Background: an optimization exercise with open tools, aiming at small area. Do not read the settings as production practice.
Function was checked by simulation only, so behaviour that the tests miss may differ from the original.
The clock cells of runs 5 and 7 come from the design's own scripts or RTL, not from TritonCTS.
No driver is modelled on the clock port, so clock power and skew are understated where the tree is cut down; a real chip needs a root buffer or a tree.
Power figures rest on the tool's default switching activity, not on a simulated workload.

## design.v

```verilog
module demo(input clk, rst_n, reset,
                        input [3:0] input_ones, input [3:0] input_tens, input confirm1,confirm2,
								output reg [3:0] COM, output reg[6:0] seg,
                        output reg[3:0] score, output reg[3:0] remaining_guesses,
                        output reg beep);
  wire CLK_div_rise;
  divfreq F0(clk, rst_n, CLK_div_rise);
  reg[3:0] range_max_ones;
  reg[3:0] range_max_tens;
  reg[3:0] range_min_ones;
  reg[3:0] range_min_tens;
  reg [7:0] secret_number;
  reg [7:0] guess;
  reg seg_A,seg_B,seg_C,seg_D;
  integer flag,flag2,flag3;
  integer rand_num_tens, rand_num_ones;
	always@(seg_A,seg_B,seg_C,seg_D)
		begin
			case({seg_A,seg_B,seg_C,seg_D})
				4'b0000: seg[6:0] = 7'b0000001;
				4'b0001:	seg[6:0] = 7'b1001111;
				4'b0010:	seg[6:0] = 7'b0010010;
				4'b0011:	seg[6:0] = 7'b0000110;
				4'b0100:	seg[6:0] = 7'b1001100;
				4'b0101:	seg[6:0] = 7'b0100100;
				4'b0110:	seg[6:0] = 7'b0100000;
				4'b0111:	seg[6:0] = 7'b0001111;
				4'b1000:	seg[6:0] = 7'b0000000;
				4'b1001:	seg[6:0] = 7'b0000100;
				default: seg[6:0] = 7'b1111111;
			endcase
		end
	always@(posedge clk)
		begin
			if(!rst_n)
				COM <= 4'b1110;
			else if(CLK_div_rise)
				begin
					if(COM == 4'b1111)
						COM <= 4'b1110;
					else
						COM[3:0] <= {COM[2:0],1'b1};
				end
		end
  always @(posedge clk) 
	begin
		if(!rst_n)
			{seg_A,seg_B,seg_C,seg_D} = 4'b0000;
		else
		case(COM[3:0])
			4'b1110:	{seg_A,seg_B,seg_C,seg_D} = range_min_tens;
			4'b1101: {seg_A,seg_B,seg_C,seg_D} = range_min_ones;
			4'b1011: {seg_A,seg_B,seg_C,seg_D} = range_max_tens;
			4'b0111: {seg_A,seg_B,seg_C,seg_D} = range_max_ones;
		endcase
	end
 always @(posedge clk ) begin
  if (!rst_n)
	begin
		flag = 0;
		flag2 = 0;
		flag3 = 0;
		beep = 0;
		guess = 8'b0;
		secret_number <= 8'b0;
		remaining_guesses <= 4'b0;
		range_max_ones <= 4'b0;
		range_max_tens <= 4'b0;
		range_min_ones <= 4'b0;
		range_min_tens <= 4'b0;
		score <= 4'b0;
	end
  else begin
	rand_num_tens = 7;
	rand_num_ones = 7;
   if ( reset || flag ==1 ) 
		begin
			flag =0;
			secret_number[3:0] <= rand_num_ones;
			secret_number[7:4] <= rand_num_tens;
			remaining_guesses <= 4'b0010;
			range_max_ones[3:0] <= 4'b1001;
			range_max_tens[3:0] <= 4'b1001;
			range_min_ones[3:0] <= 4'b0000;
			range_min_tens[3:0] <= 4'b0000;
			beep = 0;
		end		
	if (confirm1 && ~flag2 ) 
		begin
			guess[3:0] = input_ones;
			flag2=1;
			flag3=0;
		end
	if (confirm2 && ~flag3 ) 
		begin
			guess[7:4] = input_ones;
			flag3=1;
		end												
	if (flag2 && flag3 )
		begin
			if (guess > secret_number)
				begin
					range_max_ones <= guess[3:0];
					range_max_tens <= guess[7:4];
				end 
		else if (guess < secret_number) 
				begin
					range_min_ones <= guess[3:0];
					range_min_tens <= guess[7:4];
				end 
		else if (guess == secret_number)
				begin
					score <= score + 1'b1;
					flag = 1;
				end
			remaining_guesses <= remaining_guesses - 1'b1;
			flag2=0;
		end
	if (score == 4'b0101 || remaining_guesses == 4'b0000) 
		begin
			beep =1;
		end 
	else 
		begin
			beep =0;
		end
	if (confirm1 && reset && score >= 4'b0101 && beep ==1)
		begin
			beep =0;
			score <= 4'b0000;
		end
  end
end
endmodule
module divfreq (input CLK, input rst_n, output CLK_div_rise);
		reg [24:0] Count;
		reg CLK_div;
		assign CLK_div_rise = (Count > 25000) && !CLK_div;
		always@(posedge CLK)
			begin 
				if (!rst_n)
					begin
						Count <= 25'b0;
						CLK_div <= 1'b0;
					end
				else if (Count> 25000)  
					begin 
						Count <=25'b0;
						CLK_div <= ~CLK_div;
					end
				else 
				Count<= Count + 1'b1;
			end
endmodule
```

## run.sh

```bash
#!/bin/bash
# synth_recipe.tcl (not shown) runs the flow's synth.tcl, then flattens the netlist and writes it again
# the make line also repeats each setting of config.mk as NAME=value (left out here)
make -C /OpenROAD-flow-scripts/flow DESIGN_CONFIG=/design/flow/config.mk WORK_HOME=/design/flow/orfs CLKGATE_MAP_FILE= SYNTH_SCRIPT=/design/flow/synth_recipe.tcl finish
```

## config.mk

```make
export PLATFORM = sky130hd
export DESIGN_NAME = demo
export DESIGN_NICKNAME = demo
export VERILOG_FILES = /design/flow/design.v
export SDC_FILE = /design/flow/constraint.sdc
export NUM_CORES = 4
export LEC_CHECK = 0
export CAP_MARGIN = 20
export CORE_MARGIN = 2
export CORE_UTILIZATION = 40
export SLEW_MARGIN = 20
```

## constraint.sdc

```tcl
create_clock -name core_clock -period 5.0 [get_ports {clk}]
set_input_delay 1.0000 -clock core_clock [delete_from_list [all_inputs] [get_ports {clk}]]
set_output_delay 1.0000 -clock core_clock [all_outputs]
set_load 0.01 [all_outputs]
```

==> results by group, run 1 <==
STA
  • Tmin final: 4170 ps
  • RSZ-0062 raised after global routing: false
  • Final setup TNS: 0 ps
  • Worst Slack Setup Final: 832 ps
  • Final Skew: 8.30 ps
  • Final critical-path share of the clock period: 83.4%
  • F_max: 240 MHz
  • Worst-margin pin slew: roughly 950 ps
  • Hold_ws: 457 ps
  • Pins Over Slew Limit: 0
  • Final Hold Vio Count: 0
  • Slew HR: ~36%
  • Final setup violation count: 0

Logic synthesis
  • Count leader, synth: dfxtp_1
  • Yosys top cell area share: 54.7%
  • Ys Warns: 2
  • Sequential share of the synthesized area: 54.7%
  • Fraction of synthesized area in multiplexers: 2.64%
  • Synth Area in Adders: 3.60%
  • Simple-gate portion of the synthesized area: 26.4%
  • Distinct cell type count after synthesis: 55
  • Post-synthesis xor/xnor area fraction: approximately 2.0%
  • Area contributors post-synth: dfxtp_1 (55%), and2_1 (9.5%), ha_1 (3.6%), nor2_1 (3.0%), nor4_1 (2.7%)
  • Syn_area_per_cell: 10.0 sq um
  • Async SR Flop Fraction: 0%
  • Synth top cells by count: dfxtp_1 (171), and2_1 (95), nor2_1 (50)
  • Synth Instances: 624
  • Post-synth top flop: dfxtp_1
  • Synth Cell Area: 6250 sq um
  • Largest family of logic cells by synthesized area: simple AND/OR/NAND/NOR gates
  • Synth Register Bits: 171
  • EDFF count, synth: 0
  • Compound-gate portion of the synthesized area: 7.30%
  • Yosys top cell by area: dfxtp_1

Place
  • Post-Place Cell Area: 6780 sq um
  • Dpl ws: 399 ps
  • Port bufs: 28
  • Placer Congestion: about 0.8
  • Dpl hpwl: roughly 8000 um

Cells and area
  • Finished layout cell area: 7310 sq um
  • # diodes: 0
  • Share of post-route cells with drive strength above 1: 7.95%
  • Area growth from synthesis to layout: 16.9%
  • Final net count: 699

Min path
  • Worst Hold Class: flip-flop to flip-flop
  • Hold wc startpoint: flag[16]
  • Worst Hold End: flag[16]
  • Worst Hold Depth: 1

Clock network
  • Hold_buf cts: 0
  • Clock Pin Slew Worst Setup and Hold Paths: 60 ps
  • Clock Latency Late Sink: 420 ps
  • Cts bufs inserted: 17
  • H-tree depth: 4
  • CTS resizes: 0
  • CTS sink cnt: 171
  • Post-CTS setup buffer count: 0
  • CTS tree: done
  • Clock buffer depth: 2
  • Clk Tree Root Cell: clkbuf_16

Detailed routing
  • DRT Wirelength: between 10000 and 15000 um
  • Vias: between 4000 and 5000
  • Pre-antenna DRT Iters: 5
  • Via/cell ratio: 4.86
  • Remaining DRCs: 0
  • Iteration-0 DRC Markers: slightly above 300
  • Final antenna-violating net count: 0
  • Drt wl/cell: approximately 13 um

Floorplan
  • Starting Density: 41.0%
  • Die W: 129 um
  • Die area: around 17000 sq um
  • I/O pins: 33
  • # rows: 45
  • Core area: 15300 sq um
  • Chip height: 129 um

Critical path
  • Reg2Reg Setup Slack: 1120 ps
  • R2r worst-path depth: 13
  • Crit path capture type: flip-flop
  • Max incr delay on CP: 580 ps
  • Delay-heaviest family, CP: compound AO/OA/AOI/OAI gates
  • Worst EP required: approximately 5300 ps
  • Critical Path Fanout Max: 15
  • CP bufs+invs: 1
  • Worst r2r src: flag3[15]
  • Data arrival time of the worst path: 4440 ps
  • Startpoint Class: input port
  • Critical path's slowest cell: clkdlybuf4s50_1
  • Crit-path cells: clkdlybuf4s50_1 -> nand2_1 -> a21oi_1 -> nor2_1 -> mux2_2 -> ha_1 -> o211ai_1 -> nand2_1 -> or3_4 -> a311oi_4 -> o21bai_1 -> nand3_1 -> o21ai_0
  • Worst path most repeated cell: nand2_1
  • Kind of critical path: input port to flip-flop
  • Worst r2r dst: range_min_ones[2]

Status
  • Status: complete, no violations

Pwr
  • Peak supply drop: roughly 0.28 mV
  • Leak: 2.95 nW
  • PwrDens: between 300 and 400 nW/um^2

Flow run
  • MaxCap Viol Count: 0

Global route
  • Antenna violations before repair: 0
  • Largest net degree at the start of global routing: 32
  • Remaining Overflow, GRT: 0
  • First-pass GRT wire length: 19800 um
  • Total track usage: 14.9%
  • Vias in the first global route: 4293
[cells in the final DEF, fill, tap and decap left out, types with 4 or more instances in the layout]
cell type        synthesis  final
nand2b_1                 7      7
a21oi_1                 17     17
nand2_1                 28     28
nand4_1                 25     25
nand3_1                 20     20
ha_1                    18     18
nor2_1                  50     50
clkinv_2                 0      4
or2_2                    4      4
buf_4                    0      6
dfxtp_1                171    171
conb_1                   1     10
mux2_2                   4      4
clkbuf_8                 0      4
xnor2_1                  7      7
clkbuf_16                0     17
and3_1                   4      4
nor3_1                   5      5
mux2i_1                 12     12
clkdlybuf4s50_1          0     28
xor2_1                   7      7
and2_1                  95     95
nor4_1                  27     27
a222oi_1                 4      4
o21ai_0                 24     24
inv_1                   28     28
[layer usage]
| layer | share of wire (%) | up-vias | track usage, % |
|---|---|---|---|
| met5 | 0 | - | 0 |
| met4 | 1.6 | 0 | 5.82 |
| met3 | 3.4 | 16 | 4.67 |
| met2 | 47 | 62 | 24.4 |
| met1 | 48 | 2015 | 18.5 |
| li1 | - | 2233 | - |
[flip-flops by register name (all words and copies together) (netlist names), 7 cells and up]
register	flops
flag	32
seg	7
flag2	32
flag3	32
F0.Count	25
guess	8
[worst max-delay path by stage]
| stage | start | endpoint | slack (ps) | cells past startpoint |
|---|---|---|---|---|
| 3_5_place_dp | confirm1 | range_min_ones[1] | 400 | 13 |
| 4_1_cts | confirm1 | range_min_ones[1] | 820 | 13 |
| 2_1_floorplan | confirm2 | range_max_tens[0] | 1400 | 12 |
| 3_3_place_gp | confirm2 | range_min_tens[0] | 390 | 13 |
| 5_1_grt | confirm1 | range_min_ones[2] | 520 | 13 |
| 6_report | confirm1 | range_min_ones[2] | 830 | 13 |
[worst reg2reg max path, cell delays in order (launching register included)]
cell and delay [ps]:
dfxtp_1 350, nand4_1 110, nor4_1 360, a21oi_1 210, nor2_1 300, mux2_2 410, ha_1 320, o211ai_1 130
nand2_1 80, or3_4 350, a311oi_4 410, o21bai_1 400, nand3_1 200, o21ai_0 90
[metrics by stage]
step           util, %  cells  total power, W
2_1_floorplan        -    633         0.00162
3_5_place_dp      44.4    860         0.00171
3_3_place_gp      44.4    860         0.00171
6_report          47.9    890         0.00286
4_1_cts           47.9    890         0.00290
5_1_grt           47.9    890         0.00299
[layout make-up]
| class | count | area (sq um) |
|---|---|---|
| Timing Repair Buffer | 34 | 325 |
| Multi-Input combinational cell | 416 | 2660 |
| Clock buffer | 23 | 488 |
| Inverter | 28 | 105 |
| Fill cell | 1396 | 7950 |
| Tap cell | 211 | 264 |
| Clock inverter | 7 | 42.5 |
| Sequential cell | 171 | 3420 |
[power breakdown]
part	internal (W)	switching (W)
Combinational	0.000114	0.000135
Clock	0.000678	0.000497
Sequential	0.00141	0.0000232
Total	0.00220	0.000655
[cell families (layout without fill, tap and decap cells)]
logic type	after synthesis	in the layout
buf+inv	46	92
flops	171	171
mux	16	16
compound gates	70	70
other cells	1	10
fa+ha+maj	18	18
xor+xnor	14	14
simple gates	288	288
==> inputs of run 2 (changes only) <==
==> design.v (replaced) <==
module demo(input clk, rst_n, reset,
            input [3:0] input_ones, input [3:0] input_tens, input confirm1, confirm2,
            output reg [3:0] COM, output reg [6:0] seg,
            output reg [3:0] score, output reg [3:0] remaining_guesses,
            output reg beep);
  reg [15:0] lf;
  wire step = (lf == 16'b0001001101101011);
  wire fb = ~(lf[8] ^ lf[15]);
  reg [3:0] digit;
  reg [3:0] max_ones, max_tens, min_ones;
  reg [2:0] min_tens;
  reg started;     
  reg won;         
  reg pending;     
  reg [3:0] g1;    
  localparam [111:0] SEGS = 112'b1111111111111111111111111111111111111111110000100000000000011110100000010010010011000000110001001010011110000001;
  always @(*) seg = SEGS[digit*7 +: 7];
  wire start   = reset | won;
  wire compare = confirm2 & (confirm1 | pending);
  wire [3:0] go = confirm1 ? input_ones : g1;
  wire [7:0] guess = {input_ones, go};
  wire gt = started ? (guess > 8'h77) : (guess != 8'h00);
  wire lt = started & (guess < 8'h77);
  wire eq = ~gt & ~lt;
  wire hit = (score == 4'd5) | (remaining_guesses == 4'd0);
  wire clr = confirm1 & reset & (score >= 4'd5);
  always @(posedge clk) begin
    if (!rst_n) begin
      lf <= 16'b1101101001010001;
      COM <= 4'b1110;
      digit <= 4'd0;
      max_ones <= 4'd0; max_tens <= 4'd0; min_ones <= 4'd0; min_tens <= 3'd0;
      started <= 1'b0; won <= 1'b0; pending <= 1'b0;
      score <= 4'd0; remaining_guesses <= 4'd0; beep <= 1'b0;
    end else begin
      if (step) begin
        lf <= 16'd0;
        COM <= {COM[2:0], ~&COM};
      end else
        lf <= {lf[14:0], fb};
      case (COM)
        4'b1110: digit <= {1'b0, min_tens};
        4'b1101: digit <= min_ones;
        4'b1011: digit <= max_tens;
        4'b0111: digit <= max_ones;
        default: ;
      endcase
      if (start) begin
        started <= 1'b1;
        max_ones <= 4'd9; max_tens <= 4'd9; min_ones <= 4'd0; min_tens <= 3'd0;
        remaining_guesses <= 4'd2;
      end
      won <= compare & eq;
      pending <= (confirm1 | pending) & ~confirm2;
      if (compare) begin
        if (gt) begin max_ones <= guess[3:0]; max_tens <= guess[7:4]; end
        if (lt) begin min_ones <= guess[3:0]; min_tens <= guess[6:4]; end
        remaining_guesses <= remaining_guesses - 4'd1;
      end
      if (clr & hit) score <= 4'd0;
      else if (compare & eq) score <= score + 4'd1;
      beep <= hit & ~clr;
    end
    if (confirm1) g1 <= input_ones;
  end
endmodule
==> results by group, run 2 <==
Status
  • Status: complete, no violations (unchanged)

Logic synthesis
  • Ys Warns: 1 (was 2)
  • Post-synth top flop: dfxtp_1 (unchanged)
  • Sequential share of the synthesized area: 43.1% (was 54.7%)
  • Compound-gate portion of the synthesized area: 17.1% (was 7.30%)
  • Post-synthesis xor/xnor area fraction: 1.71% (was 1.96%)
  • Simple-gate portion of the synthesized area: 24.3% (was 26.4%)
  • Synth Register Bits: 55 (was 171)
  • Yosys top cell area share: 43.1% (was 54.7%)
  • Fraction of synthesized area in multiplexers: 4.02% (was 2.64%)
  • Synth Cell Area: 2550 sq um (was 6250 sq um)
  • Distinct cell type count after synthesis: 50 (was 55)
  • Synth Instances: 298 (was 624)
  • Count leader, synth: dfxtp_1 (unchanged)
  • Synth Area in Adders: 4.41% (was 3.60%)
  • Area contributors post-synth: dfxtp_1 (43%), nand2_1 (5.3%), ha_1 (4.4%), a21oi_1 (4.3%), nor2_1 (3.8%) (was dfxtp_1 (55%), and2_1 (9.5%), ha_1 (3.6%), nor2_1 (3.0%), nor4_1 (2.7%))
  • Yosys top cell by area: dfxtp_1 (unchanged)
  • Synth top cells by count: dfxtp_1 (55), nand2_1 (36), nor2_1 (26) (was dfxtp_1 (171), and2_1 (95), nor2_1 (50))
  • EDFF count, synth: 0 (unchanged)
  • Largest family of logic cells by synthesized area: simple AND/OR/NAND/NOR gates (unchanged)
  • Syn_area_per_cell: 8.57 sq um (was 10.0 sq um)
  • Async SR Flop Fraction: 0% (unchanged)

Critical path
  • Crit path capture type: output pin (was flip-flop)
  • Worst EP required: 4000 ps (was 5270 ps)
  • Kind of critical path: flip-flop to output pin (was input port to flip-flop)
  • Data arrival time of the worst path: 2130 ps (was 4440 ps)
  • Startpoint Class: flip-flop (was input port)
  • Reg2Reg Setup Slack: 3230 ps (was 1120 ps)
  • Worst r2r dst: max_tens[3] (was range_min_ones[2])
  • R2r worst-path depth: 5 (was 13)
  • Critical Path Fanout Max: 6 (was 15)
  • Worst r2r src: g1[2] (was flag3[15])

Clock network
  • Clock Latency Late Sink: 310 ps (was 420 ps)
  • CTS sink cnt: 55 (was 171)
  • Hold_buf cts: 0 (unchanged)
  • CTS resizes: 0 (unchanged)
  • H-tree depth: 2 (was 4)
  • Clock buffer depth: 2 (unchanged)
  • Clk Tree Root Cell: clkbuf_8 (was clkbuf_16)
  • Post-CTS setup buffer count: 0 (unchanged)
  • Cts bufs inserted: 5 (was 17)
  • CTS tree: done (unchanged)
  • Clock Pin Slew Worst Setup and Hold Paths: 110 ps (was 60 ps)

STA
  • Final setup violation count: 0 (unchanged)
  • Final Skew: 9.90 ps (was 8.30 ps)
  • Pins Over Slew Limit: 0 (unchanged)
  • Hold_ws: 436 ps (was 457 ps)
  • Final Hold Vio Count: 0 (unchanged)
  • RSZ-0062 raised after global routing: false (unchanged)
  • Worst-margin pin slew: 737 ps (was 952 ps)
  • Final critical-path share of the clock period: 62.7% (was 83.4%)
  • Slew HR: 50.8% (was 36.4%)
  • Tmin final: 3130 ps (was 4170 ps)
  • Final setup TNS: 0 ps (unchanged)
  • F_max: 319 MHz (was 240 MHz)

Place
  • Port bufs: 28 (unchanged)
  • Post-Place Cell Area: 2860 sq um (was 6780 sq um)
  • Placer Congestion: 0.750 (was 0.788)
  • Dpl hpwl: 3640 um (was 8030 um)

Detailed routing
  • Remaining DRCs: 0 (unchanged)
  • Iteration-0 DRC Markers: 89 (was 308)
  • Drt wl/cell: 13.1 um (was 12.8 um)
  • DRT Wirelength: 5180 um (was 11400 um)
  • Final antenna-violating net count: 0 (unchanged)
  • Vias: 2071 (was 4326)
  • Via/cell ratio: 5.23 (was 4.86)
  • Pre-antenna DRT Iters: 4 (was 5)

Pwr
  • Leak: 1.11 nW (was 2.95 nW)
  • Peak supply drop: 0.149 mV (was 0.283 mV)
  • PwrDens: 271 nW/um^2 (was 391 nW/um^2)

Cells and area
  • Most flop-heavy register: lf
  • Most common cell after layout, fill and taps aside: dfxtp_1 (unchanged)
  • Final net count: 340 (was 699)
  • # diodes: 0 (unchanged)
  • Commonest cells after routing, fill and taps aside: dfxtp_1 (55), nand2_1 (36), clkdlybuf4s50_1 (28) (was dfxtp_1 (171), and2_1 (95), nor2_1 (50))
  • Share of post-route cells with drive strength above 1: 8.15% (was 7.95%)
  • Number of flip-flops in the largest register: 16
  • Area growth from synthesis to layout: 15.5% (was 16.9%)
  • Finished Core Util: 47.0% (was 47.9%)
  • Finished layout cell area: 2950 sq um (was 7310 sq um)

Min path
  • Worst Hold End: lf[4] (was flag[16])
  • Hold wc startpoint: lf[3] (was flag[16])
  • Worst Hold Depth: 2 (was 1)
  • Worst Hold Class: flip-flop to flip-flop (unchanged)

Floorplan
  • Die W: 83.9 um (was 129 um)
  • # rows: 29 (was 45)
  • I/O pins: 33 (unchanged)
  • Core area: 6280 sq um (was 15300 sq um)
  • Starting Density: 40.7% (was 41.0%)
  • Die area: 7040 sq um (was 16700 sq um)
  • Chip height: 83.9 um (was 129 um)

Global route
  • First-pass GRT wire length: 8940 um (was 19800 um)
  • Vias in the first global route: 1933 (was 4293)
  • Antenna violations before repair: 0 (unchanged)
  • Largest net degree at the start of global routing: 33 (was 32)
  • Total track usage: 15.2% (was 14.9%)
  • Remaining Overflow, GRT: 0 (unchanged)

Flow run
  • MaxCap Viol Count: 0 (unchanged)
[run 2: changes by cell type in the layout (fill, tap and decap cells not counted), moves of 10 or more]
| cell | delta |
|---|---|
| nand3_1 | -18 |
| conb_1 | -10 |
| and2_1 | -91 |
| nor4_1 | -26 |
| inv_1 | -13 |
| nand4_1 | -20 |
| nor2_1 | -24 |
| dfxtp_1 | -116 |
| clkbuf_16 | -17 |
[run 2: metrics by stage]
stage | power (W) | setup slack, ps | std cells
after floorplan | 0.000529 | 2800 | 298
after global placement | 0.000558 | 1790 | 388
after detailed placement | 0.000559 | 1770 | 388
after CTS | 0.000813 | 1860 | 396
after global routing | 0.000840 | 1730 | 396
final | 0.000800 | 1870 | 396
[run 2: area by class of cell]
class / instances / area (sq um)
inverters: 15 / 56.3
repair buffers: 29 / 288
multi-input cells: 212 / 1320
flip-flops and latches: 55 / 1100
well taps: 77 / 96.3
clock inverters: 3 / 23.8
clock buffers: 5 / 68.8
fillers: 631 / 3330
[run 2: power by group]
group          switching, W  total (W)  internal (W)
logic             0.0000414  0.0000756     0.0000342
registers         0.0000132   0.000473      0.000460
clock network      0.000151   0.000251      0.000100
total              0.000205   0.000800      0.000594
[run 2: worst max-delay path by stage]
stage	startpoint	endpoint
final	digit[1]	seg[3]
after global routing	digit[1]	seg[3]
after CTS	digit[1]	seg[3]
after detailed placement	confirm1	max_tens[0]
after global placement	confirm1	max_tens[3]
after floorplan	digit[1]	seg[6]
[run 2: kinds of logic after synthesis]
kind of cell             Yosys count
AND/OR/NAND/NOR                  120
flip-flops                        55
buffers and inverters             31
XOR/XNOR                           5
multiplexers                       9
AO/OA/AOI/OAI                     69
adder cells (fa/ha/maj)            9
[run 2: layer usage]
metal / part of all wire (%) / vias up / track usage [%]
met2: 45 / 45 / 25.0
li1: - / 1071 / -
met1: 49 / 949 / 20.2
met4: 1.2 / 0 / 4.11
met5: 0 / - / 0
met3: 4.3 / 6 / 3.07
[run 2: critical path, stage by stage (launching register included)]
cell	delay, ps
dfxtp_1	440
inv_1	150
ha_1	210
or2_2	270
a21oi_1	200
a31oi_1	70
clkdlybuf4s50_1	500
==> inputs of run 3 (changes only) <==
==> flow/run.sh (new file) <==
#!/bin/bash
# Own layout flow: the standard synthesis, then its combinational logic re-mapped by ABC for
# area (registers kept as the standard synthesis made them), then the standard layout steps
# with the ports buffered by the smallest buffer.
set -euo pipefail
W=$(pwd)
R=$W/orfs/results/sky130hd/demo/base
LIB=$FLOW_HOME/platforms/sky130hd/lib/sky130_fd_sc_hd__tt_025C_1v80.lib

bash standard.sh synth > $W/synth.log 2>&1

cp $R/1_2_yosys.v $W/std_netlist.v
LIBF=$LIB IN_V=$W/std_netlist.v OUT_V=$W/remap_raw.v ABC_SCRIPT=$W/flow/remap.abc \
  DONT_USE="sky130_fd_sc_hd__probe_p_8 sky130_fd_sc_hd__probec_p_8 sky130_fd_sc_hd__lpflow_*" \
  yosys -c $W/flow/remap.tcl > $W/remap.log 2>&1
python3 $W/flow/fixports.py $W/remap_raw.v $W/remap.v > $W/fixports.log 2>&1
cp $W/remap.v $R/1_2_yosys.v
rm -f $R/1_synth.odb $R/1_synth.sdc

bash standard.sh "BUFFER_PORTS_ARGS=-buffer_cell sky130_fd_sc_hd__buf_1" finish > $W/layout.log 2>&1
==> flow/fixports.py (new file) <==
# Replace "assign PORT = {nets};" aliases left by the remap with the port bits themselves.
import re, sys
src = open(sys.argv[1]).read()
sub = {}
def decl_width(name):
    m = re.search(r'output\s+\[(\d+):(\d+)\]\s+' + re.escape(name) + r'\s*;', src)
    return (int(m.group(1)), int(m.group(2))) if m else None
out_lines = []
for line in src.split('\n'):
    m = re.match(r'\s*assign\s+(\w+)\s*=\s*(.+);\s*$', line)
    if m:
        port, rhs = m.group(1), m.group(2).strip()
        w = decl_width(port)
        nets = [x.strip() for x in rhs.strip('{}').split(',')] if rhs.startswith('{') else [rhs]
        if w is None:
            assert len(nets) == 1
            names = [port]
        else:
            hi, lo = w
            assert len(nets) == hi - lo + 1, line
            names = ['%s[%d]' % (port, i) for i in range(hi, lo - 1, -1)]
        for n, p in zip(nets, names):
            assert re.fullmatch(r'_\d+_', n), line
            assert n not in sub
            sub[n] = p
        continue
    out_lines.append(line)
res = '\n'.join(out_lines)
for n, p in sub.items():
    res = re.sub(r'\bwire ' + n + r';\n', '', res)
    res = re.sub(r'(?<![\w$\\])' + n + r'(?![\w$])', p, res)
assert 'assign' not in res
open(sys.argv[2], 'w').write(res)
==> flow/remap.abc (new file) <==
strash
&get -n
&st
&synch2
&nf -R 1000
&put
strash
&get -n
&st
&dch -f
&nf -R 1000
&put
topo
==> flow/remap.tcl (new file) <==
yosys -import
set lib $::env(LIBF)
read_liberty -ignore_miss_func $lib
read_verilog $::env(IN_V)
hierarchy -top demo
# keep the sequential cells as they are, turn every other cell into logic
setattr -mod -set keep_hierarchy 1 sky130_fd_sc_hd__df* sky130_fd_sc_hd__edf* sky130_fd_sc_hd__sdf* sky130_fd_sc_hd__sedf* sky130_fd_sc_hd__dl* sky130_fd_sc_hd__conb_1
flatten
yosys rename -hide w:*.*
opt_clean -purge
set du {}
foreach c $::env(DONT_USE) { lappend du -dont_use $c }
abc -liberty $lib {*}$du -script $::env(ABC_SCRIPT)
opt_clean -purge
hilomap -singleton -hicell sky130_fd_sc_hd__conb_1 HI -locell sky130_fd_sc_hd__conb_1 LO
opt_clean -purge
stat -liberty $lib demo
blackbox sky130_fd_sc_hd__*
write_verilog -noattr -nohex -nodec $::env(OUT_V)
==> standard.sh (new file) <==
#!/bin/bash
# synth_recipe.tcl (not shown) runs the flow's synth.tcl, then flattens the netlist and writes it again
# the make line also repeats each setting of config.mk as NAME=value (left out here)
make -C /OpenROAD-flow-scripts/flow DESIGN_CONFIG=/design/flow/config.mk WORK_HOME=/design/flow/orfs CLKGATE_MAP_FILE= SYNTH_SCRIPT=/design/flow/synth_recipe.tcl "${@:-finish}"
removed: run.sh
==> results by group, run 3 <==
Status
  • Status: complete, no violations (unchanged)

STA
  • Final Hold Vio Count: 0 (unchanged)
  • F_max: 364 MHz (was 319 MHz)
  • Final setup violation count: 0 (unchanged)
  • Final Skew: 2.20 ps (was 9.90 ps)
  • Worst Slack Setup Final: 2250 ps (was 1870 ps)
  • Final setup TNS: 0 ps (unchanged)
  • Hold_ws: 442 ps (was 436 ps)
  • Worst-margin pin slew: 1030 ps (was 737 ps)
  • Slew HR: 30.4% (was 50.8%)
  • Pins Over Slew Limit: 0 (unchanged)
  • Tmin final: 2750 ps (was 3130 ps)
  • RSZ-0062 raised after global routing: false (unchanged)
  • Final critical-path share of the clock period: 55.0% (was 62.7%)

Critical path
  • Critical path's slowest cell: o21ai_0 (was clkdlybuf4s50_1)
  • CP bufs+invs: 1 (was 2)
  • Worst EP required: 5250 ps (was 4000 ps)
  • Max incr delay on CP: 870 ps (was 500 ps)
  • Delay-heaviest family, CP: compound AO/OA/AOI/OAI gates (was buffers and inverters)
  • Crit path capture type: flip-flop (was output pin)
  • R2r worst-path depth: 5 (unchanged)
  • Critical Path Fanout Max: 11 (was 6)
  • Kind of critical path: input port to flip-flop (was flip-flop to output pin)
  • Crit-path cells: buf_1 -> o21ai_0 -> nor3_1 -> nor2_1 -> a22oi_1 -> nor2b_1 (was inv_1 -> ha_1 -> or2_2 -> a21oi_1 -> a31oi_1 -> clkdlybuf4s50_1)
  • Startpoint Class: input port (was flip-flop)
  • Critical Path Stages: 6 (unchanged)
  • Data arrival time of the worst path: 2990 ps (was 2130 ps)

Floorplan
  • Core area: 5410 sq um (was 6280 sq um)
  • # rows: 27 (was 29)
  • Die area: 6110 sq um (was 7040 sq um)
  • Chip height: 78.2 um (was 83.9 um)
  • I/O pins: 33 (unchanged)
  • Die W: 78.2 um (was 83.9 um)
  • Starting Density: 40.7% (about the same)

Clock network
  • CTS tree: done (unchanged)
  • H-tree depth: 2 (unchanged)
  • Hold_buf cts: 0 (unchanged)
  • Clock buffer depth: 2 (unchanged)
  • Clk Tree Root Cell: clkbuf_8 (unchanged)
  • CTS resizes: 0 (unchanged)
  • Clock Pin Slew Worst Setup and Hold Paths: 90 ps (was 110 ps)
  • Post-CTS setup buffer count: 0 (unchanged)
  • Cts bufs inserted: 5 (unchanged)
  • Clock Latency Late Sink: 300 ps (was 310 ps)
  • CTS sink cnt: 55 (unchanged)

Cells and area
  • Commonest cells after routing, fill and taps aside: dfxtp_1 (55), nand2_1 (35), buf_1 (27) (was dfxtp_1 (55), nand2_1 (36), clkdlybuf4s50_1 (28))
  • Finished layout cell area: 2500 sq um (was 2950 sq um)
  • Final net count: 305 (was 340)
  • # diodes: 0 (unchanged)
  • Most common cell after layout, fill and taps aside: dfxtp_1 (unchanged)
  • Area growth from synthesis to layout: 13.6% (was 15.5%)
  • Area of the multi-input gates: 1090 sq um (was 1320 sq um)
  • Share of post-route cells with drive strength above 1: 3.07% (was 8.15%)
  • Filler cells: 597 (was 631)
  • Number of flip-flops in the largest register: 16 (unchanged)
  • Register area: 1100 sq um (unchanged)
  • Finished Layout Cells: 365 (was 396)
  • Most flop-heavy register: lf (unchanged)

Detailed routing
  • Iteration-0 DRC Markers: 103 (was 89)
  • DRT Wirelength: 4560 um (was 5180 um)
  • Remaining DRCs: 0 (unchanged)
  • Final antenna-violating net count: 0 (unchanged)
  • Via/cell ratio: 5.33 (was 5.23)
  • Pre-antenna DRT Iters: 4 (unchanged)
  • Drt wl/cell: 12.5 um (was 13.1 um)
  • Vias: 1944 (was 2071)

Pwr
  • Leak: 0.921 nW (was 1.11 nW)
  • Sequential power share: 59.5% (was 59.1%)
  • NetSw: 0.000187 W (was 0.000205 W)
  • Peak supply drop: 0.193 mV (was 0.149 mV)
  • Combinational power share: 7.0% (was 9.5%)
  • Clock power share: 33.5% (was 31.4%)
  • PwrDens: 317 nW/um^2 (was 271 nW/um^2)
  • Power Internal: 0.000606 W (was 0.000594 W)
  • Switching Share: 23.6% (was 25.7%)

Global route
  • Vias in the first global route: 1677 (was 1933)
  • Antenna violations before repair: 0 (unchanged)
  • Met3 global-route usage: 3.56% (was 3.07%)
  • Remaining Overflow, GRT: 0 (unchanged)
  • First-pass GRT wire length: 7610 um (was 8940 um)
  • Total track usage: 15.4% (was 15.2%)
  • Gr busiest metal: met2 (unchanged)
  • Met1 Track Usage GR: 20.9% (was 20.2%)
  • Met2 Use GR: 24.3% (was 25.0%)
  • Largest net degree at the start of global routing: 54 (was 33)

Min path
  • Worst Hold Class: flip-flop to flip-flop (unchanged)
  • Worst Hold Depth: 1 (was 2)

Place
  • Dpl ws: 1970 ps (was 1770 ps)
  • Placer Congestion: 0.728 (was 0.750)
  • Port bufs: 28 (unchanged)
  • Placed cells: 357 (was 388)
  • Dpl hpwl: 3080 um (was 3640 um)
  • Post-Place Cell Area: 2400 sq um (was 2860 sq um)

Logic synthesis
  • Synth Cell Area: 2200 sq um (was 2550 sq um)
  • Syn_area_per_cell: 8.57 sq um (about the same)
  • Ys Warns: 1 (unchanged)
  • Synth Instances: 257 (was 298)

Flow run
  • MaxCap Viol Count: 0 (unchanged)
-- run 3: power groups by stage --
stage	clock, W	sequential (W)	combinational, W
after global placement	0	0.000482	0.0000550
after floorplan	0	0.000481	0.0000329
after detailed placement	0	0.000483	0.0000557
after CTS	0.000276	0.000473	0.0000558
final	0.000266	0.000472	0.0000551
after global routing	0.000291	0.000475	0.0000636
-- run 3: worst register-to-register path: stages, from the launching register on --
cell and delay, ps:
dfxtp_1 310, o21ai_0 800, nor3_1 230, nor2_1 430, a22oi_1 160, nor2b_1 110
-- run 3: routing by layer --
metal  routed length [um]  vias to the layer above
met1                 2340                      892
li1                     -                     1008
met5                    0                        -
met4                   57                        0
met2                 1960                       38
met3                  205                        6
-- run 3: metrics by stage --
stage               total power, W  util, %
finish                    0.000793     46.3
global route              0.000830     46.3
CTS                       0.000804     46.3
detailed placement        0.000538     44.4
global placement          0.000538     44.4
floorplan                 0.000514        -
-- run 3: area by class of cell --
| type | instances | area share, % |
|---|---|---|
| clock buffer | 7 | 3.85 |
| timing repair buffer | 28 | 4.25 |
| multi-input combinational | 198 | 43.4 |
| inverter | 4 | 0.600 |
| clock inverter | 1 | 0.300 |
| tap | 72 | 3.60 |
| sequential | 55 | 44.0 |
-- run 3: worst paths after layout --
kind	startpoint	to	slack (ps)
max	confirm1	min_ones[3]	2250
min	lf[14]	lf[15]	440
max reg2reg	pending	min_ones[3]	2900
min reg2reg	lf[14]	lf[15]	440
==> inputs of run 4 (changes only) <==
==> design.v (replaced) <==
module demo(input clk, rst_n, reset,
            input [3:0] input_ones, input [3:0] input_tens, input confirm1, confirm2,
            output [3:0] COM, output [6:0] seg,
            output reg [3:0] score, output reg [3:0] remaining_guesses,
            output reg beep);
  reg [14:0] lf;
  reg tog;
  wire [14:0] TERM = 15'b000010000101001;
  wire [14:0] TMASK = 15'b111110011111111;
  wire term = ((lf ^ TERM) & TMASK) == 15'd0;
  wire step = term & ~tog;
  wire kn = ~rst_n | term;
  wire fb = lf[14] ^ lf[7];
  reg [2:0] cs;
  wire sel0 = ~cs[2] & ~cs[0];
  wire sel1 = ~cs[1] &  cs[0];
  wire sel2 = ~cs[2] &  cs[1];
  wire sel3 =  cs[2] &  cs[0];
  assign COM = {~sel3, ~sel2, ~sel1, ~sel0};
  reg [3:0] digit;
  reg [3:0] max_ones, max_tens, min_ones;
  reg [2:0] min_tens;
  reg started;     
  reg won;         
  reg pending;     
  reg [3:0] g1;    
  wire [3:0] q = digit;
  wire blank = q[3] & (q[2] | q[1]);
  wire n0 = ~q[3] & ~q[2] & ~q[1] & ~q[0];
  wire n1 = ~q[3] & ~q[2] & ~q[1] &  q[0];
  wire n2 = ~q[3] & ~q[2] &  q[1] & ~q[0];
  wire n3 = ~q[3] & ~q[2] &  q[1] &  q[0];
  wire n4 = ~q[3] &  q[2] & ~q[1] & ~q[0];
  wire n5 = ~q[3] &  q[2] & ~q[1] &  q[0];
  wire n6 = ~q[3] &  q[2] &  q[1] & ~q[0];
  wire n7 = ~q[3] &  q[2] &  q[1] &  q[0];
  wire n9 =  q[3] & ~q[2] & ~q[1] &  q[0];
  assign seg[6] = blank | n1 | n4;
  assign seg[5] = blank | n5 | n6;
  assign seg[4] = blank | n2;
  assign seg[3] = blank | n1 | n4 | n7;
  assign seg[2] = blank | n1 | n3 | n4 | n5 | n7 | n9;
  assign seg[1] = blank | n1 | n2 | n3 | n7;
  assign seg[0] = blank | n0 | n1 | n7;
  wire start   = reset | won;
  wire compare = confirm2 & (confirm1 | pending);
  wire [3:0] go = confirm1 ? input_ones : g1;
  wire [3:0] gt_ = input_ones;
  wire t7 = gt_[2] & gt_[1] & gt_[0];
  wire gt77 = gt_[3] | (t7 & go[3]);
  wire lt77 = ~gt_[3] & ~(t7 & (go[3] | (go[2] & go[1] & go[0])));
  wire nz = |{gt_, go};
  wire gt = started ? gt77 : nz;
  wire lt = started & lt77;
  wire eq = ~gt & ~lt;
  wire hit = (score == 4'd5) | (remaining_guesses == 4'd0);
  wire clr = confirm1 & reset & (score[3] | (score[2] & (score[1] | score[0])));
  wire ld_max = compare & gt;
  wire ld_min = compare & lt;
  wire lm = rst_n & ld_max;
  wire hm = rst_n & ~ld_max & ~start;
  wire sm = rst_n & ~ld_max & start;
  wire ln = rst_n & ld_min;
  wire hn = rst_n & ~ld_min & ~start;
  wire [3:0] nmax_o = ({4{lm}} & go)  | ({4{hm}} & max_ones) | {sm, 2'b00, sm};
  wire [3:0] nmax_t = ({4{lm}} & gt_) | ({4{hm}} & max_tens) | {sm, 2'b00, sm};
  wire [3:0] nmin_o = ({4{ln}} & go)  | ({4{hn}} & min_ones);
  wire [2:0] nmin_t = ({3{ln}} & gt_[2:0]) | ({3{hn}} & min_tens);
  wire selh = cs[1] & ~cs[0];
  wire e0 = rst_n & sel0, e1 = rst_n & sel1, e2 = rst_n & sel2, e3 = rst_n & sel3,
       eh = rst_n & selh;
  wire [3:0] ndigit = ({4{e0}} & {1'b0, min_tens}) | ({4{e1}} & min_ones) |
                      ({4{e2}} & max_tens) | ({4{e3}} & max_ones) | ({4{eh}} & digit);
  always @(posedge clk) begin
    if (!rst_n) begin
      cs <= 3'b000;
      tog <= 1'b0;
      started <= 1'b0; won <= 1'b0; pending <= 1'b0;
      score <= 4'd0; remaining_guesses <= 4'd0; beep <= 1'b0;
    end else begin
      if (step) cs <= {cs[1] & cs[0], cs[0], ~cs[2]};
      tog <= tog ^ term;
      if (start) started <= 1'b1;
      if (compare) remaining_guesses <= remaining_guesses - 4'd1;
      else if (start) remaining_guesses <= 4'd2;
      won <= compare & eq;
      pending <= (confirm1 | pending) & ~confirm2;
      if (clr & hit) score <= 4'd0;
      else if (compare & eq) score <= score + 4'd1;
      beep <= hit & ~clr;
    end
    if (confirm1) g1 <= input_ones;
    digit <= ndigit;
    max_ones <= nmax_o; max_tens <= nmax_t; min_ones <= nmin_o; min_tens <= nmin_t;
    lf <= {~lf[13:0], fb} & {15{~kn}};
  end
endmodule
--- a/flow/run.sh
+++ b/flow/run.sh
@@ -17,4 +17,5 @@
 cp $W/remap.v $R/1_2_yosys.v
 rm -f $R/1_synth.odb $R/1_synth.sdc
 
-bash standard.sh "BUFFER_PORTS_ARGS=-buffer_cell sky130_fd_sc_hd__buf_1" finish > $W/layout.log 2>&1
+bash standard.sh "BUFFER_PORTS_ARGS=-buffer_cell sky130_fd_sc_hd__buf_1" \
+  "CTS_ARGS=-sink_clustering_enable -repair_clock_nets -buf_list sky130_fd_sc_hd__clkbuf_8 -root_buf sky130_fd_sc_hd__clkbuf_8 -dont_use_dummy_load" finish > $W/layout.log 2>&1
==> flow/remap.abc (replaced) <==
&get -n
&st
&deepsyn -T 60
&nf -R 1000
&put
topo
==> results by group, run 4 <==
Detailed routing
  • Remaining DRCs: 0 (unchanged)
  • DRT Wirelength: 3900 um (was 4560 um)
  • Drt wl/cell: 13.6 um (was 12.5 um)
  • Vias: 1522 (was 1944)
  • Final antenna-violating net count: 0 (unchanged)
  • Pre-antenna DRT Iters: 4 (unchanged)
  • Via/cell ratio: 5.32 (was 5.33)
  • Iteration-0 DRC Markers: 64 (was 103)

Critical path
  • Crit-path cells: buf_1 -> mux2_1 -> nand2b_1 -> nand2_1 -> a211oi_1 -> and3_1 -> and2_0 -> o21bai_1 -> a21oi_1 (was buf_1 -> o21ai_0 -> nor3_1 -> nor2_1 -> a22oi_1 -> nor2b_1)
  • Crit path capture type: flip-flop (unchanged)
  • Kind of critical path: input port to flip-flop (unchanged)
  • Critical path's slowest cell: mux2_1 (was o21ai_0)
  • Max incr delay on CP: 420 ps (was 870 ps)
  • Critical Path Fanout Max: 10 (was 11)
  • Data arrival time of the worst path: 2980 ps (was 2990 ps)
  • Startpoint Class: input port (unchanged)
  • Worst EP required: 5230 ps (was 5250 ps)

Clock network
  • Clock Latency Late Sink: 300 ps (about the same)
  • Hold_buf cts: 0 (unchanged)
  • Clock buffer depth: 2 (unchanged)
  • Clock Pin Slew Worst Setup and Hold Paths: 80 ps (was 90 ps)
  • CTS resizes: 0 (unchanged)
  • Clk Tree Root Cell: clkbuf_8 (unchanged)
  • CTS sink cnt: 54 (was 55)
  • CTS tree: done (unchanged)
  • H-tree depth: 2 (unchanged)
  • Cts bufs inserted: 5 (unchanged)
  • Post-CTS setup buffer count: 0 (unchanged)

Min path
  • Worst Hold Class: flip-flop to flip-flop (unchanged)

Global route
  • Vias in the first global route: 1351 (was 1677)
  • Largest net degree at the start of global routing: 16 (was 54)
  • First-pass GRT wire length: 6430 um (was 7610 um)
  • Total track usage: 15.7% (was 15.4%)
  • Remaining Overflow, GRT: 0 (unchanged)
  • Antenna violations before repair: 0 (unchanged)

Floorplan
  • Die W: 73.5 um (was 78.2 um)
  • I/O pins: 33 (unchanged)
  • Die area: 5400 sq um (was 6110 sq um)
  • Core area: 4690 sq um (was 5410 sq um)
  • # rows: 25 (was 27)
  • Starting Density: 41.1% (was 40.7%)
  • Chip height: 73.5 um (was 78.2 um)

STA
  • Final setup TNS: 0 ps (unchanged)
  • Worst-margin pin slew: 665 ps (was 1030 ps)
  • RSZ-0062 raised after global routing: false (unchanged)
  • Final setup violation count: 0 (unchanged)
  • Final critical-path share of the clock period: 55.0% (about the same)
  • Final Skew: 13.9 ps (was 2.20 ps)
  • Tmin final: 2750 ps (about the same)
  • Pins Over Slew Limit: 0 (unchanged)
  • F_max: 363 MHz (was 364 MHz)
  • Slew HR: 55.2% (was 30.4%)
  • Final Hold Vio Count: 0 (unchanged)
  • Worst Slack Setup Final: 2250 ps (about the same)

Cells and area
  • Most flop-heavy register: lf (unchanged)
  • # diodes: 0 (unchanged)
  • Share of post-route cells with drive strength above 1: 2.59% (was 3.07%)
  • Most common cell after layout, fill and taps aside: dfxtp_1 (unchanged)
  • Area growth from synthesis to layout: 12.9% (was 13.6%)
  • Final net count: 247 (was 305)
  • Finished Core Util: 46.5% (was 46.3%)
  • Commonest cells after routing, fill and taps aside: dfxtp_1 (54), nor2_1 (32), buf_1 (28) (was dfxtp_1 (55), nand2_1 (35), buf_1 (27))
  • Number of flip-flops in the largest register: 15 (was 16)
  • Filler cells: 479 (was 597)

Logic synthesis
  • Synth Instances: 198 (was 257)
  • Ys Warns: 1 (unchanged)
  • Syn_area_per_cell: 9.75 sq um (was 8.57 sq um)
  • Synth Cell Area: 1930 sq um (was 2200 sq um)

Place
  • Port bufs: 28 (unchanged)
  • Placer Congestion: 0.735 (was 0.728)
  • Dpl hpwl: 2720 um (was 3080 um)
  • Dpl ws: 1910 ps (was 1970 ps)

Pwr
  • Peak supply drop: 0.178 mV (was 0.193 mV)
  • PwrDens: 336 nW/um^2 (was 317 nW/um^2)
  • Leak: 0.823 nW (was 0.921 nW)

Status
  • Status: complete, no violations (unchanged)

Flow run
  • MaxCap Viol Count: 0 (unchanged)
## run 4: final cells by class
class / count / area, sq um / area share, %
clock buffer: 5 / 68.8 / 3.16
inverter: 8 / 30.0 / 1.38
multi-input combinational: 136 / 820 / 37.6
sequential: 54 / 1080 / 49.6
tap: 54 / 67.6 / 3.10
timing repair buffer: 29 / 113 / 5.17
## run 4: routing by layer
metal / wire length [um] / GRT usage [%] / vias to the layer above
met5: 0 / 0 / -
met4: 79 / 7.27 / 0
met3: 158 / 3.43 / 7
met2: 1720 / 23.4 / 33
met1: 1940 / 21.5 / 685
li1: - / - / 797
## run 4: metrics by stage
step	hold slack, ps	cells	power [W]	area, sq um
after floorplan	368	198	0.000507	1930
after global placement	373	281	0.000528	2110
after detailed placement	376	281	0.000529	2110
after CTS	388	286	0.000741	2180
after global routing	403	286	0.000768	2180
final	385	286	0.000732	2180
## run 4: worst paths after layout
kind / from / end / slack (ps) / cells past startpoint
max: confirm1 / score[3] / 2250 / 9
min reg2reg: lf[9] / lf[10] / 380 / 1
max reg2reg: pending / max_ones[2] / 3070 / 5
min: lf[9] / lf[10] / 380 / 1
## run 4: critical path, delay by kind of cell
kind                   cells  cell delay [ps]
muxes                      1              420
AOI/OAI and AO/OA          3              600
and+or+nand+nor            4              620
buffers and inverters      1              340
## run 4: power by group
part	leakage, nW	internal [W]	switching (W)
sequential	0.445	0.000452	0.0000141
clock	0.0359	0.0000906	0.000123
combinational	0.342	0.0000204	0.0000318
==> inputs of run 5 (changes only) <==
--- a/flow/run.sh
+++ b/flow/run.sh
@@ -17,5 +17,5 @@
 cp $W/remap.v $R/1_2_yosys.v
 rm -f $R/1_synth.odb $R/1_synth.sdc
 
-bash standard.sh "BUFFER_PORTS_ARGS=-buffer_cell sky130_fd_sc_hd__buf_1" \
-  "CTS_ARGS=-sink_clustering_enable -repair_clock_nets -buf_list sky130_fd_sc_hd__clkbuf_8 -root_buf sky130_fd_sc_hd__clkbuf_8 -dont_use_dummy_load" finish > $W/layout.log 2>&1
+FLOW_CLKBUF=sky130_fd_sc_hd__clkbuf_8 bash standard.sh "BUFFER_PORTS_ARGS=-buffer_cell sky130_fd_sc_hd__buf_1" \
+  "PRE_CTS_TCL=$W/flow/clkbuf.tcl" finish > $W/layout.log 2>&1
==> flow/clkbuf.tcl (new file) <==
# Clock distribution in place of TritonCTS (sourced as the PRE_CTS hook): split the registers
# into four groups (halves by x, then halves by y), drive each group from one clock buffer
# placed at its centre, and let the clock port drive only those four buffers.
set block [ord::get_db_block]
set clknet [$block findNet clk]
set master [[ord::get_db] findMaster $::env(FLOW_CLKBUF)]
set sinks {}
foreach it [$clknet getITerms] {
  set loc [[$it getInst] getLocation]
  lappend sinks [list $it [lindex $loc 0] [lindex $loc 1]]
}
proc halves {lst idx} {
  set s [lsort -integer -index $idx $lst]
  set h [expr {[llength $s] / 2}]
  return [list [lrange $s 0 [expr {$h - 1}]] [lrange $s $h end]]
}
set groups {}
foreach half [halves $sinks 1] { foreach q [halves $half 2] { lappend groups $q } }
set k 0
foreach g $groups {
  set buf [odb::dbInst_create $block $master clkbuf_leaf_$k]
  set net [odb::dbNet_create $block clknet_leaf_$k]
  $net setSigType CLOCK
  set xs 0; set ys 0
  foreach s $g {
    set it [lindex $s 0]
    incr xs [lindex $s 1]; incr ys [lindex $s 2]
    $it disconnect
    $it connect $net
  }
  [$buf findITerm A] connect $clknet
  [$buf findITerm X] connect $net
  set n [llength $g]
  $buf setLocation [expr {$xs / $n}] [expr {$ys / $n}]
  $buf setPlacementStatus PLACED
  puts "clock buffer $k ($::env(FLOW_CLKBUF)) drives $n registers"
  incr k
}
set_propagated_clock [all_clocks]
# the tree is built: make the step's clock_tree_synthesis call a no-op
rename clock_tree_synthesis {}
proc clock_tree_synthesis {args} { puts "clock tree already built by clkbuf.tcl" }
==> results by group, run 5 <==
STA
  • Pins Over Slew Limit: 0 (unchanged)
  • Final Hold Vio Count: 0 (unchanged)
  • Tmin final: 2900 ps (was 2750 ps)
  • Slew HR: 53.5% (was 55.2%)
  • Final Skew: 3.62 ps (was 13.9 ps)
  • Final setup violation count: 0 (unchanged)
  • Final critical-path share of the clock period: 58.1% (was 55.0%)
  • Worst-margin pin slew: 691 ps (was 665 ps)
  • RSZ-0062 raised after global routing: false (unchanged)
  • Final setup TNS: 0 ps (unchanged)
  • F_max: 344 MHz (was 363 MHz)

Pwr
  • Peak supply drop: 0.187 mV (was 0.178 mV)
  • Switching Share: 21.7% (was 23.1%)
  • Clock power share: 25.6% (was 29.2%)
  • PwrDens: 322 nW/um^2 (was 336 nW/um^2)
  • Combinational power share: 7.5% (was 7.1%)
  • Power Internal: 0.000546 W (was 0.000563 W)
  • Leak: 0.816 nW (was 0.823 nW)
  • Sequential power share: 66.9% (was 63.7%)
  • NetSw: 0.000151 W (was 0.000169 W)

Critical path
  • CP bufs+invs: 1 (unchanged)
  • Reg2Reg Setup Slack: 3010 ps (was 3070 ps)
  • Worst EP required: 5080 ps (was 5230 ps)
  • Data arrival time of the worst path: 2990 ps (was 2980 ps)
  • Critical path's slowest cell: mux2_1 (unchanged)
  • Worst r2r src: pending (unchanged)
  • Max incr delay on CP: 420 ps (about the same)
  • Crit path capture type: flip-flop (unchanged)
  • Critical Path Fanout Max: 10 (unchanged)
  • Delay-heaviest family, CP: simple AND/OR/NAND/NOR gates (unchanged)
  • Kind of critical path: input port to flip-flop (unchanged)
  • R2r worst-path depth: 5 (unchanged)
  • Crit-path cells: buf_1 -> mux2_1 -> nand2b_1 -> nand2_1 -> a211oi_1 -> and3_1 -> and2_0 -> o21bai_1 -> a21oi_1 (unchanged)
  • Startpoint Class: input port (unchanged)
  • Worst r2r dst: max_ones[2] (unchanged)

Floorplan
  • Core area: 4690 sq um (unchanged)
  • Starting Density: 41.1% (unchanged)
  • # rows: 25 (unchanged)
  • Die W: 73.5 um (unchanged)
  • I/O pins: 33 (unchanged)
  • Die area: 5400 sq um (unchanged)
  • Chip height: 73.5 um (unchanged)

Cells and area
  • Finished Layout Cells: 285 (was 286)
  • Most common cell after layout, fill and taps aside: dfxtp_1 (unchanged)
  • Most flop-heavy register: lf (unchanged)
  • Share of post-route cells with drive strength above 1: 2.16% (was 2.59%)
  • Number of flip-flops in the largest register: 15 (unchanged)
  • Area growth from synthesis to layout: 12.2% (was 12.9%)
  • Commonest cells after routing, fill and taps aside: dfxtp_1 (54), nor2_1 (32), buf_1 (28) (unchanged)
  • # diodes: 0 (unchanged)
  • Final net count: 246 (was 247)

Logic synthesis
  • Synth Cell Area: 1930 sq um (unchanged)
  • Synth Instances: 198 (unchanged)
  • Ys Warns: 1 (unchanged)
  • Syn_area_per_cell: 9.75 sq um (unchanged)

Min path
  • Worst Hold End: lf[10] (unchanged)
  • Worst Hold Depth: 1 (unchanged)
  • Worst Hold Class: flip-flop to flip-flop (unchanged)
  • Hold wc startpoint: lf[9] (unchanged)

Clock network
  • Clock Pin Slew Worst Setup and Hold Paths: 80 ps (about the same)
  • Post-CTS setup buffer count: 0 (unchanged)
  • Hold_buf cts: 0 (unchanged)
  • CTS resizes: 0 (unchanged)
  • Clock Latency Late Sink: 140 ps (was 300 ps)

Place
  • Placed cells: 281 (unchanged)
  • Placer Congestion: 0.735 (unchanged)
  • Port bufs: 28 (unchanged)
  • Dpl hpwl: 2720 um (unchanged)

Detailed routing
  • Vias: 1529 (was 1522)
  • Drt wl/cell: 13.6 um (about the same)
  • Final antenna-violating net count: 0 (unchanged)
  • Remaining DRCs: 0 (unchanged)
  • Pre-antenna DRT Iters: 4 (unchanged)
  • Iteration-0 DRC Markers: 61 (was 64)
  • Via/cell ratio: 5.36 (was 5.32)
  • DRT Wirelength: 3870 um (was 3900 um)

Global route
  • First-pass GRT wire length: 6410 um (was 6430 um)
  • Vias in the first global route: 1355 (was 1351)
  • Antenna violations before repair: 0 (unchanged)
  • Largest net degree at the start of global routing: 16 (unchanged)
  • Total track usage: 14.4% (was 15.7%)
  • Remaining Overflow, GRT: 0 (unchanged)

Flow run
  • MaxCap Viol Count: 0 (unchanged)

Status
  • Status: complete, no violations (unchanged)
==> run 5: how the worst max path moves through the flow <==
stage,from,endpoint,slack (ps),cells after the start
4_1_cts,confirm1,score[3],2060,9
2_1_floorplan,confirm1,score[3],2600,8
5_1_grt,confirm1,score[3],1840,9
3_3_place_gp,confirm1,score[3],1950,9
6_report,confirm1,score[3],2100,9
3_5_place_dp,confirm1,score[3],1910,9
==> run 5: worst register-to-register path: stages, from the launching register on <==
cell      delay [ps]
dfxtp_1          320
o21ai_0          570
nand3b_1         350
nand2_1          200
nor2_1           310
a22o_1           190
==> run 5: metrics by stage <==
| stage | worst slack [ps] | power, W | hold slack, ps | instance area (sq um) | util (%) |
|---|---|---|---|---|---|
| after CTS | 2060 | 0.000702 | 389 | 2170 | 46.2 |
| after global placement | 1950 | 0.000528 | 373 | 2110 | 45.0 |
| final | 2100 | 0.000698 | 386 | 2170 | 46.2 |
| after detailed placement | 1910 | 0.000529 | 376 | 2110 | 45.0 |
| after floorplan | 2600 | 0.000507 | 368 | 1930 | - |
| after global routing | 1840 | 0.000729 | 404 | 2170 | 46.2 |
==> run 5: power groups by stage <==
stage                logic, W  registers, W  clock network, W
CTS                 0.0000528      0.000467          0.000183
detailed placement  0.0000524      0.000476                 0
finish              0.0000523      0.000466          0.000179
global placement    0.0000519      0.000476                 0
floorplan           0.0000326      0.000474                 0
global route        0.0000595      0.000469          0.000200
==> run 5: cell type report <==
class                      instances  area, sq um
buffer                             4         55.1
multi-input combinational        136          820
fill                             477         2530
tap                               54         67.6
inverter                           8         30.0
timing repair buffer              29          113
sequential                        54         1080
==> run 5: metal layers <==
metal,GRT usage [%],wire [um],up-vias
met4,1.62,43,0
met1,21.5,2000,702
met2,23.4,1690,29
met3,1.37,133,3
li1,-,-,795
met5,0,0,-
==> inputs of run 6 (changes only) <==
--- a/flow/run.sh
+++ b/flow/run.sh
@@ -17,5 +17,5 @@
 cp $W/remap.v $R/1_2_yosys.v
 rm -f $R/1_synth.odb $R/1_synth.sdc
 
-FLOW_CLKBUF=sky130_fd_sc_hd__clkbuf_8 bash standard.sh "BUFFER_PORTS_ARGS=-buffer_cell sky130_fd_sc_hd__buf_1" \
+FLOW_CLKBUF=sky130_fd_sc_hd__clkbuf_8 FLOW_CLKGROUPS=3 bash standard.sh "BUFFER_PORTS_ARGS=-buffer_cell sky130_fd_sc_hd__buf_1" \
   "PRE_CTS_TCL=$W/flow/clkbuf.tcl" finish > $W/layout.log 2>&1
==> flow/clkbuf.tcl (replaced) <==
# Clock distribution in place of TritonCTS (sourced as the PRE_CTS hook): split the registers
# into FLOW_CLKGROUPS groups (strips by x; 2 x 2 for four groups), drive each group from one
# clock buffer placed at its centre, and let the clock port drive only those buffers.
set block [ord::get_db_block]
set clknet [$block findNet clk]
set master [[ord::get_db] findMaster $::env(FLOW_CLKBUF)]
set k $::env(FLOW_CLKGROUPS)
set sinks {}
foreach it [$clknet getITerms] {
  set loc [[$it getInst] getLocation]
  lappend sinks [list $it [lindex $loc 0] [lindex $loc 1]]
}
set s [lsort -integer -index 1 $sinks]
set n [llength $s]
set groups {}
if {$k == 4} {
  set h [expr {$n / 2}]
  foreach half [list [lrange $s 0 [expr {$h - 1}]] [lrange $s $h end]] {
    set t [lsort -integer -index 2 $half]
    set m [expr {[llength $t] / 2}]
    lappend groups [lrange $t 0 [expr {$m - 1}]] [lrange $t $m end]
  }
} else {
  for {set i 0} {$i < $k} {incr i} {
    lappend groups [lrange $s [expr {$i * $n / $k}] [expr {($i + 1) * $n / $k - 1}]]
  }
}
set j 0
foreach g $groups {
  set buf [odb::dbInst_create $block $master clkbuf_leaf_$j]
  set net [odb::dbNet_create $block clknet_leaf_$j]
  $net setSigType CLOCK
  set xs 0; set ys 0
  foreach e $g {
    set it [lindex $e 0]
    incr xs [lindex $e 1]; incr ys [lindex $e 2]
    $it disconnect
    $it connect $net
  }
  [$buf findITerm A] connect $clknet
  [$buf findITerm X] connect $net
  set m [llength $g]
  $buf setLocation [expr {$xs / $m}] [expr {$ys / $m}]
  $buf setPlacementStatus PLACED
  puts "clock buffer $j ($::env(FLOW_CLKBUF)) drives $m registers"
  incr j
}
set_propagated_clock [all_clocks]
# the tree is built: make the step's clock_tree_synthesis call a no-op
rename clock_tree_synthesis {}
proc clock_tree_synthesis {args} { puts "clock tree already built by clkbuf.tcl" }
--- a/config.mk
+++ b/config.mk
@@ -7,5 +7,5 @@
 export LEC_CHECK = 0
 export CAP_MARGIN = 20
 export CORE_MARGIN = 2
-export CORE_UTILIZATION = 40
+export CORE_UTILIZATION = 80
 export SLEW_MARGIN = 20
==> results by group, run 6 <==
Logic synthesis
  • Synth Cell Area: 1930 sq um (unchanged)
  • Synth Instances: 198 (unchanged)
  • Syn_area_per_cell: 9.75 sq um (unchanged)
  • Ys Warns: 1 (unchanged)

Status
  • Error: [ERROR GPL-0301] Utilization 101.104 % exceeds 100%.
  • Status: did not finish (was complete, no violations)
  • Failed at: global placement (3_3_place_gp)

Place
  • Port bufs: 28 (unchanged)

Floorplan
  • I/O pins: 33 (unchanged)
  • Chip height: 53.1 um (was 73.5 um)
  • # rows: 17 (was 25)
  • Die W: 53.1 um (was 73.5 um)
  • Starting Density: 85.6% (was 41.1%)
==> inputs of run 7 (changes only) <==
--- a/config.mk
+++ b/config.mk
@@ -6,6 +6,6 @@
 export NUM_CORES = 4
 export LEC_CHECK = 0
 export CAP_MARGIN = 20
-export CORE_MARGIN = 2
-export CORE_UTILIZATION = 80
+export CORE_AREA = 2 2 60 60
+export DIE_AREA = 0 0 62 62
 export SLEW_MARGIN = 20
==> results by group, run 7 <==
Status
  • Status: complete, no violations (was did not finish)

Clock network
  • Clock Latency Late Sink: about 160 ps
  • Clock Pin Slew Worst Setup and Hold Paths: ~90 ps
  • Post-CTS setup buffer count: 0
  • CTS resizes: 0
  • Hold_buf cts: 0

Floorplan
  • Die W: 62 um (was 53.1 um)
  • Starting Density: 58.8% (was 85.6%)
  • Core area: 3280 sq um
  • Die area: 3840 sq um
  • I/O pins: 33 (unchanged)
  • # rows: 21 (was 17)
  • Chip height: 62 um (was 53.1 um)

Cells and area
  • Most common cell after layout, fill and taps aside: dfxtp_1
  • Most flop-heavy register: lf
  • # diodes: 0
  • Area growth from synthesis to layout: 10.9%
  • Commonest cells after routing, fill and taps aside: dfxtp_1 (54), nor2_1 (32), buf_1 (28)
  • Filler cells: 279
  • Final net count: approximately 240
  • Share of post-route cells with drive strength above 1: 1.75%
  • Number of flip-flops in the largest register: 15
  • Finished Core Util: 65.2%

STA
  • Tmin final: 2930 ps
  • Final Hold Vio Count: 0
  • Hold_ws: 400 ps
  • Worst-margin pin slew: 650 ps
  • Final Skew: approximately 12 ps
  • Worst Slack Setup Final: 2070 ps
  • RSZ-0062 raised after global routing: false
  • Slew HR: 56.3%
  • F_max: 341 MHz
  • Final setup TNS: 0 ps
  • Final setup violation count: 0
  • Final critical-path share of the clock period: 58.7%
  • Pins Over Slew Limit: 0

Place
  • Placer Congestion: 0.789
  • Port bufs: 28 (unchanged)
  • Dpl ws: 1750 ps
  • Dpl hpwl: 2830 um

Global route
  • Largest net degree at the start of global routing: 19
  • Vias in the first global route: 1352
  • Antenna violations before repair: 0
  • Total track usage: 20.0%
  • Remaining Overflow, GRT: 0
  • First-pass GRT wire length: 5950 um

Pwr
  • Switching Share: 21.9%
  • NetSw: 0.000148 W
  • Combinational power share: under 10%
  • Tot Pwr: 0.000677 W
  • Clock power share: between 20% and 30%
  • Sequential power share: 68.9%
  • Leak: 0.804 nW
  • PwrDens: about 320 nW/um^2
  • Peak supply drop: 0.291 mV
  • Power Internal: approximately 0.00053 W

Detailed routing
  • Drt wl/cell: roughly 14 um
  • Iteration-0 DRC Markers: 147
  • Pre-antenna DRT Iters: 4
  • Final antenna-violating net count: 0
  • DRT Wirelength: ~3800 um
  • Remaining DRCs: 0
  • Via/cell ratio: 5.61
  • Vias: 1543

Critical path
  • Worst EP required: slightly above 5000 ps
  • Startpoint Class: input port
  • Kind of critical path: input port to flip-flop
  • Crit path capture type: flip-flop
  • Reg2Reg Setup Slack: 3010 ps
  • Critical Path Fanout Max: 10
  • Data arrival time of the worst path: 3030 ps

Logic synthesis
  • Synth Cell Area: 1930 sq um (unchanged)
  • Synth Instances: 198 (unchanged)
  • Ys Warns: 1 (unchanged)
  • Syn_area_per_cell: 9.75 sq um (unchanged)

Min path
  • Worst Hold Class: flip-flop to flip-flop

Flow run
  • MaxCap Viol Count: 0
-- run 7: cell type report --
cell class / instances / area (sq um) / share of cell area, %
plain buffers: 3 / 41.3 / 1.93
flip-flops and latches: 54 / 1080 / 50.5
well taps: 46 / 57.6 / 2.69
multi-input cells: 136 / 826 / 38.6
inverters: 8 / 30.0 / 1.40
repair buffers: 28 / 105 / 4.91
-- run 7: metrics by stage --
step	std cells	cell area [sq um]
after floorplan	198	1930
after CTS	275	2130
after global placement	272	2090
after global routing	275	2140
after detailed placement	272	2090
final	275	2140
-- run 7: power by group through the flow --
| stage | Clock (W) | Combinational (W) | Sequential (W) |
|---|---|---|---|
| floorplan | 0 | 0.0000326 | 0.000474 |
| global placement | 0 | 0.0000497 | 0.000475 |
| detailed placement | 0 | 0.0000515 | 0.000477 |
| CTS | 0.000162 | 0.0000518 | 0.000467 |
| global route | 0.000176 | 0.0000590 | 0.000470 |
| finish | 0.000158 | 0.0000521 | 0.000467 |
-- run 7: path summary, 6_finish.rpt --
check | startpoint | endpoint | cells after the start
worst min-delay path | lf[9] | lf[10] | 1
worst min register to register | lf[9] | lf[10] | 1
worst max-delay path | confirm1 | score[3] | 9
worst max register to register | g1[2] | score[3] | 7
-- run 7: routing by layer --
metal / up-vias / part of all wire [%] / wire (um) / GRT usage (%)
met5: - / 0 / 0 / 0
met4: 0 / 0.84 / 32 / 2.13
met3: 4 / 3.0 / 115 / 1.24
met2: 26 / 51 / 1930 / 38.1
met1: 725 / 45 / 1710 / 25.4
li1: 788 / - / - / -
-- run 7: worst max-delay path: stages --
cell and delay (ps):
buf_1 350, mux2_1 430, nand2b_1 90, nand2_1 70, a211oi_1 430, and3_1 260
and2_0 200, o21bai_1 80, a21oi_1 100

==> re-timing with driven ports <==
In the flow no input, the clock included, has a driving cell. The finished layouts below were timed again as built, in two steps.
Step 1 sets driving cells, clkbuf_16 on the clock port and buf_2 on the other inputs (assumed; they add their load-dependent delay and slew).
Step 2 moves the port delays by t, midway between the first and last clock arrival at a register: inputs arrive t later, outputs are due t later. That takes back most of the time a late clock gives input paths.
Three values: ideal, step 1, step 2; two values: the first two.
| run | shift t [ns] | setup slack, ns | worst setup path at the end | worst register clock-pin slew, ns |
|---|---|---|---|---|
| run 1 | 0.459 | 0.832 / 0.848 / 0.389 | input to register | 0.06 / 0.06 |
| run 2 | 0.331 | 1.867 / 1.843 / 1.791 | input to register | 0.11 / 0.11 |
| run 3 | 0.327 | 2.252 / 2.257 / 1.930 | input to register | 0.09 / 0.09 |
| run 4 | 0.322 | 2.248 / 2.252 / 1.930 | input to register | 0.09 / 0.09 |
| run 5 | 0.197 | 2.096 / 2.129 / 1.932 | input to register | 0.08 / 0.08 |
| run 7 | 0.199 | 2.066 / 2.082 / 1.884 | input to register | 0.11 / 0.11 |
After both steps setup and hold are still met in every run listed. The setup slack of run 1, which loses most, moves by +0.016 ns with the drivers and by -0.443 ns with both steps.
